Context: an optimization exercise on an open-source flow, tuned for small area, a short achievable clock period and few clock cycles per item. The choices shown serve that exercise and are no tape-out recipe.
Where RTL was checked, it was by simulation tests only, not by an equivalence proof against the original.

==> module modexp_top, before the edit <==
module modexp_top (
  input  wire       clk,
  input  wire       rst,
  input  wire       in_valid,
  output reg        in_ready,
  input  wire [7:0] e,
  input  wire [7:0] n,
  input  wire [7:0] m,
  output reg        out_valid,
  output wire [7:0] r
);
  reg       busy;    
  reg       first;   
  reg       op_s;    
  reg       op_m;    
  reg       last;    
  reg [2:0] pos;     
  reg [7:0] e_q, n_q, m_q, r_q;
  assign r = r_q;
  wire accept = in_valid && in_ready && !rst;
  wire ld = !busy || last;
  reg [2:0] lead1;
  integer i;
  always @* begin
    lead1 = 3'd0;
    for (i = 2; i < 8; i = i + 1)
      if (e_q[i]) lead1 = i - 1;
  end
  wire e_ge2 = |e_q[7:1];
  wire e_z   = !e_q[0] && !e_ge2;
  reg  lt;   
  integer j;
  always @* begin
    lt = 1'b0;
    for (j = 0; j < 8; j = j + 1)
      lt = (!m_q[j] && n_q[j]) || (!(m_q[j] ^ n_q[j]) && lt);
  end
  wire direct = first && e_ge2 && lt;
  wire [7:0] a = first ? (e_z ? 8'd1 : m_q) : r_q;
  wire [7:0] b = op_s ? r_q : (op_m || direct) ? m_q : 8'd1;
  wire [7:0] prod;
  modexp1 mm (.a(a), .b(b), .n(n_q), .r(prod));
  wire [2:0] cur = first ? lead1 : pos;
  wire       cs  = first ? direct : op_s;
  wire       mul = cs && e_q[cur];
  reg  [2:0] pos_n;
  reg        s_n, last_n;
  always @* begin
    if (mul) begin
      pos_n = cur;
      s_n   = 1'b0;
    end else if (first && !cs) begin
      pos_n = lead1;
      s_n   = e_ge2;
    end else begin
      pos_n = cur - 3'd1;
      s_n   = (cur != 3'd0);
    end
    if (mul)      last_n = (pos_n == 3'd0);
    else if (s_n) last_n = (pos_n == 3'd0) && !e_q[0];
    else          last_n = 1'b1;
    if (prod[7:1] == 7'd0 && (!prod[0] || (first && !direct)))
      last_n = 1'b1;
  end
  always @(posedge clk) begin
    if (rst) begin
      busy      <= 1'b0;
      out_valid <= 1'b0;
      in_ready  <= 1'b1;
    end else begin
      busy      <= accept || (busy && !last);
      out_valid <= busy && last;
      in_ready  <= !accept && (!busy || last || last_n);
    end
  end
  always @(posedge clk) begin
    if (ld) begin
      e_q   <= e;
      n_q   <= n;
      m_q   <= m;
      first <= 1'b1;
      op_s  <= 1'b0;
      op_m  <= 1'b0;
      last  <= 1'b0;
    end else begin
      first <= 1'b0;
      op_s  <= s_n;
      op_m  <= mul;
      last  <= last_n;
    end
    pos <= pos_n;
    r_q <= prod;
  end
endmodule
Settings: LEC_CHECK=0, CAP_MARGIN=20, CORE_MARGIN=2, CORE_UTILIZATION=60, PLACE_DENSITY=0.75, SLEW_MARGIN=20; clock period 320.0 ns.
standard.sh (not shown) runs the stock make flow with config.mk's settings and CLKGATE_MAP_FILE= SYNTH_SCRIPT=/design/flow/synth_recipe.tcl, a recipe that flattens the netlist after the stock synthesis.
==> flow/flow/run.sh <==
#!/bin/bash
# Own layout flow: the standard layout (standard.sh) with two changes:
#  - ABC maps the logic with an area-oriented script (flow/abc_area.script)
#    instead of ORFS's delay-oriented one. Registers are mapped before ABC,
#    so they are the standard synthesis's.
#  - the port buffers that ORFS inserts are sky130_fd_sc_hd__buf_1.
#  - clock tree synthesis inserts no dummy loads.
# Each tool's log is under orfs/logs/; make's output goes to make_flow.log.
set -euo pipefail
W=$(pwd)
orig=$(grep -o 'SYNTH_SCRIPT=[^ ]*' standard.sh | head -1 | cut -d= -f2-)
cat > flow/own_synth.tcl <<EOT
proc abc {args} {
  set i [lsearch \$args -script]
  if {\$i >= 0} { set args [lreplace \$args \$i [expr {\$i + 1}] -script $W/flow/abc_area.script] }
  yosys abc {*}\$args
}
source $orig
EOT
{ cat config.mk
  echo "export BUFFER_PORTS_ARGS = -buffer_cell sky130_fd_sc_hd__buf_1"
  echo "export ABC_CLOCK_PERIOD_IN_PS = 50000"
  echo "export CTS_ARGS = -sink_clustering_enable -repair_clock_nets -dont_use_dummy_load"
} > flow/own.mk
sed -e "s#SYNTH_SCRIPT=[^ ]*#SYNTH_SCRIPT=$W/flow/own_synth.tcl#" \
    -e "s#DESIGN_CONFIG=[^ ]*#DESIGN_CONFIG=$W/flow/own.mk#" standard.sh > flow/own_standard.sh
bash flow/own_standard.sh > make_flow.log 2>&1
==> flow/flow/abc_area.script <==
strash
balance
rewrite
refactor
balance
rewrite
rewrite -z
balance
refactor -z
rewrite -z
balance
dch
map -a
mfs2
strash
dch
map -a
mfs2
strash
dch
map -a
mfs2
strash
dch
map -a
topo
stime -c
dnsize -c
Testbench counts at the start, summed over its fixed seeds: cycles 18,461, items 2,048.
Next try:
--- a/flow/design.v
+++ b/flow/design.v
@@ -89,13 +89,31 @@
   wire [7:0] prod;
   modexp1 mm (.a(a), .b(b), .n(n_q), .r(prod));
   wire [2:0] cur = first ? lead1 : pos;
   wire       cs  = first ? direct : op_s;
-  wire       mul = cs && e_q[cur];
+  wire       sq  = cs && e_q[cur];   
+  reg  [2:0] jpos;
+  reg        jany;
+  integer k;
+  always @* begin
+    jpos = 3'd0;
+    jany = 1'b0;
+    for (k = 0; k < 7; k = k + 1)
+      if (e_q[k] && k < cur) begin
+        jpos = k;
+        jany = 1'b1;
+      end
+  end
+  wire       jump = (prod == 8'd1) && !sq && !(first && !cs);
+  reg        mul;
   reg  [2:0] pos_n;
   reg        s_n, last_n;
   always @* begin
-    if (mul) begin
+    mul = sq || (jump && jany);
+    if (jump) begin
+      pos_n = jpos;
+      s_n   = 1'b0;
+    end else if (sq) begin
       pos_n = cur;
       s_n   = 1'b0;
     end else if (first && !cs) begin
       pos_n = lead1;
The new run finished with timing, DRC and antenna clean.
Hold slack gains 5.9 ps.
Synthesized cell count rises by 5.5%.
Register-to-register slack gets worse by 1800 ps.
Setup slack improves by 14 ps.
Final area goes up by 2.9%.
Testbench counts after the change, summed over its fixed seeds: cycles 17,987, items 2,048.

---

Setup of north:
The RTL this note starts from:
==> flow/design.v <==
module modexp1 (
  input  wire [7:0] a,
  input  wire [7:0] b,
  input  wire [7:0] n,
  output wire [7:0] r
);
  reg [15:0] p;
  reg [7:0]  acc;    
  reg        c;
  reg        x, y;
  integer i, j;
  always @* begin
    acc = a & {8{b[0]}};
    p   = 16'd0;
    p[0] = acc[0];
    acc = {1'b0, acc[7:1]};
    for (i = 1; i < 8; i = i + 1) begin
      c = 1'b0;
      for (j = 0; j < 8; j = j + 1) begin
        x = acc[j];
        y = a[j] & b[i];
        acc[j] = x ^ y ^ c;
        c = (x & y) | (x & c) | (y & c);
      end
      p[i] = acc[0];
      acc = {c, acc[7:1]};
    end
    p[15:8] = acc;
  end
  reg [7:0] rem;
  reg [8:0] xr, d;
  reg       bc;
  integer k, t;
  always @* begin
    rem = p[15:8];
    for (k = 7; k >= 0; k = k - 1) begin
      xr = {rem, p[k]};
      bc = 1'b1;
      for (t = 0; t < 8; t = t + 1) begin
        d[t] = xr[t] ^ ~n[t] ^ bc;
        bc = (xr[t] & ~n[t]) | (xr[t] & bc) | (~n[t] & bc);
      end
      d[8] = xr[8] | bc;   
      rem = d[8] ? d[7:0] : xr[7:0];
    end
  end
  assign r = rem;
endmodule
module modexp_top (
  input  wire       clk,
  input  wire       rst,
  input  wire       in_valid,
  output reg        in_ready,
  input  wire [7:0] e,
  input  wire [7:0] n,
  input  wire [7:0] m,
  output reg        out_valid,
  output wire [7:0] r
);
  reg       busy;    
  reg       first;   
  reg       op_s;    
  reg       op_m;    
  reg       last;    
  reg [8:0] w;       
  reg [7:0] n_q, m_q, r_q;
  assign r = r_q;
  wire accept = in_valid && in_ready && !rst;
  wire e_ge2  = |w[8:2];
  wire direct = first && e_ge2 && (m_q < n_q);
  wire [7:0] a = first ? ((w == 9'd1) ? 8'd1 : m_q) : r_q;
  wire [7:0] b = op_s ? r_q : (op_m || direct) ? m_q : 8'd1;
  wire [7:0] prod;
  modexp1 mm (.a(a), .b(b), .n(n_q), .r(prod));
  reg [8:0] w0;
  integer i;
  always @* begin
    w0 = 9'd0;
    for (i = 1; i < 9; i = i + 1)
      if (w[i]) w0 = w << (9 - i);
  end
  reg [8:0] cw, w_n;
  reg       cs, s_n, m_n, last_n;
  always @* begin
    cw = first ? w0 : w;
    cs = first ? direct : op_s;
    w_n = cw;
    s_n = 1'b0;
    m_n = 1'b0;
    if (cs && cw[8]) begin
      m_n = 1'b1;
    end else begin
      if (cs || !first) w_n = {cw[7:0], 1'b0};
      s_n = (w_n[7:0] != 8'd0);
    end
    if (m_n)      last_n = (w_n[7:0] == 8'h80);
    else if (s_n) last_n = !w_n[8] && (w_n[7:0] == 8'h80);
    else          last_n = 1'b1;
  end
  always @(posedge clk) begin
    if (rst) begin
      busy      <= 1'b0;
      out_valid <= 1'b0;
      in_ready  <= 1'b1;
    end else begin
      busy      <= accept || (busy && !last);
      out_valid <= busy && last;
      in_ready  <= !accept && (!busy || last || last_n);
    end
  end
  always @(posedge clk) begin
    if (in_ready) begin
      w   <= {e, 1'b1};
      n_q <= n;
      m_q <= m;
    end else begin
      w   <= w_n;
    end
    if (in_ready) begin
      first <= 1'b1;
      op_s  <= 1'b0;
      op_m  <= 1'b0;
      last  <= 1'b0;
    end else begin
      first <= 1'b0;
      op_s  <= s_n;
      op_m  <= m_n;
      last  <= last_n;
    end
    if (busy)
      r_q <= prod;
  end
endmodule
make LEC_CHECK=0 CAP_MARGIN=20 CORE_MARGIN=2 CORE_UTILIZATION=60 PLACE_DENSITY=0.75 SLEW_MARGIN=20 finish   # period 320.0 ns
run.sh (not shown) runs the stock make flow with config.mk's settings and CLKGATE_MAP_FILE= SYNTH_SCRIPT=/design/flow/synth_recipe.tcl, a recipe that flattens the netlist after the stock synthesis.
Stock flow here: none of the scripts above is used.
north: done, clean on timing, DRC and antenna
Testbench counts of north, summed over its fixed seeds: cycles 19,620, items 2,048.
#### Input delta (south over north)
==> flow/design.v <==
module modexp1 (
  input  wire [7:0] a,
  input  wire [7:0] b,
  input  wire [7:0] n,
  output wire [7:0] r
);
  reg [15:0] p;
  reg [7:0]  acc;    
  reg        c;
  reg        x, y;
  integer i, j;
  always @* begin
    acc = a & {8{b[0]}};
    p   = 16'd0;
    p[0] = acc[0];
    acc = {1'b0, acc[7:1]};
    for (i = 1; i < 8; i = i + 1) begin
      c = 1'b0;
      for (j = 0; j < 8; j = j + 1) begin
        x = acc[j];
        y = a[j] & b[i];
        acc[j] = x ^ y ^ c;
        c = (x & y) | (x & c) | (y & c);
      end
      p[i] = acc[0];
      acc = {c, acc[7:1]};
    end
    p[15:8] = acc;
  end
  reg [7:0] rem;
  reg [8:0] xr, d;
  reg       bc;
  integer k, t;
  always @* begin
    rem = p[15:8];
    for (k = 7; k >= 0; k = k - 1) begin
      xr = {rem, p[k]};
      bc = 1'b1;
      for (t = 0; t < 8; t = t + 1) begin
        d[t] = xr[t] ^ ~n[t] ^ bc;
        bc = (xr[t] & ~n[t]) | (xr[t] & bc) | (~n[t] & bc);
      end
      d[8] = xr[8] | bc;   
      rem = d[8] ? d[7:0] : xr[7:0];
    end
  end
  assign r = rem;
endmodule
module modexp_top (
  input  wire       clk,
  input  wire       rst,
  input  wire       in_valid,
  output wire       in_ready,
  input  wire [7:0] e,
  input  wire [7:0] n,
  input  wire [7:0] m,
  output reg        out_valid,
  output wire [7:0] r
);
  reg       busy;    
  reg       first;   
  reg       op_s;    
  reg       op_m;    
  reg       last;    
  reg [8:0] w;       
  reg [7:0] e_q, n_q, m_q, r_q;
  assign in_ready = !busy || last;
  assign r = r_q;
  wire accept = in_valid && in_ready && !rst;
  wire [7:0] a = first ? ((e_q == 8'd0) ? 8'd1 : m_q) : r_q;
  wire [7:0] b = op_s ? r_q : op_m ? m_q : 8'd1;
  wire [7:0] prod;
  modexp1 mm (.a(a), .b(b), .n(n_q), .r(prod));
  reg [8:0] w0;
  integer i;
  always @* begin
    w0 = 9'd0;
    for (i = 0; i < 8; i = i + 1)
      if (e_q[i]) w0 = {e_q, 1'b1} << (8 - i);
  end
  reg [8:0] w_n;
  reg       s_n, m_n, last_n;
  always @* begin
    w_n = w;
    s_n = 1'b0;
    m_n = 1'b0;
    if (first) begin
      w_n = w0;
      s_n = (w0[7:0] != 8'd0);
    end else if (op_s && w[8]) begin
      m_n = 1'b1;
    end else begin
      w_n = {w[7:0], 1'b0};
      s_n = 1'b1;
    end
    if (m_n)      last_n = (w_n[7:0] == 8'h80);
    else if (s_n) last_n = !w_n[8] && (w_n[7:0] == 8'h80);
    else          last_n = 1'b1;
  end
  always @(posedge clk) begin
    if (rst) begin
      busy      <= 1'b0;
      out_valid <= 1'b0;
    end else begin
      busy      <= accept || (busy && !last);
      out_valid <= busy && last;
    end
  end
  always @(posedge clk) begin
    if (accept) begin
      e_q   <= e;
      n_q   <= n;
      m_q   <= m;
      first <= 1'b1;
      op_s  <= 1'b0;
      op_m  <= 1'b0;
      last  <= 1'b0;
    end else if (busy && !last) begin
      w     <= w_n;
      first <= 1'b0;
      op_s  <= s_n;
      op_m  <= m_n;
      last  <= last_n;
    end
    if (busy)
      r_q <= prod;
  end
endmodule
## What came out
Diff north -> south: placed instance count now smaller, data arrival time at the worst-slack endpoint now larger, utilization after layout now smaller.
Via count: south vs north down 475
Taking north as the reference, in south register-to-register slack moved up, transition at the pin with the smallest max-transition slack went down by 34 ps, global routing met2 resource utilization fell 5.1 points.
Per the comparison of south with north, wire length decreased 14%, number of flops mapped to enable cells by yosys up 17.
For south, only the layout was checked, not whether the RTL still works.

[static timing again, ports no longer ideal]
The flow's constraints put no driver on any port. The routed layouts listed below were extracted and timed again, unchanged, in two steps.
Step 1 (the two cells are an assumption about what drives the block):
set clk [get_ports {clk}]
set_driving_cell -lib_cell sky130_fd_sc_hd__clkbuf_16 $clk
set_driving_cell -lib_cell sky130_fd_sc_hd__buf_2 [delete_from_list [all_inputs] $clk]
Step 2 also shifts input and output timing later by t, the mid clock arrival at the registers, as if the neighbouring blocks saw the same clock.
Three values: ideal, step 1, step 2; two values: the first two.
run	t (ns)	slack for setup (ns)	worst setup path at the end	latest minus earliest clock arrival (ns)	slew at the worst register clock pin (ns)
the first run of note 1	0.320	255.149 / 255.119 / 255.431	input to register	0.011 / 0.011	0.08 / 0.08
the second run of note 1	0.312	255.163 / 255.135 / 255.447	register to output	0.012 / 0.012	0.08 / 0.08
north	0.336	254.739 / 254.704 / 255.040	register to output	0.013 / 0.014	0.09 / 0.09
south	0.336	254.119 / 254.085 / 254.290	input to register	0.010 / 0.010	0.10 / 0.10
After both steps setup and hold are still met in every run listed.
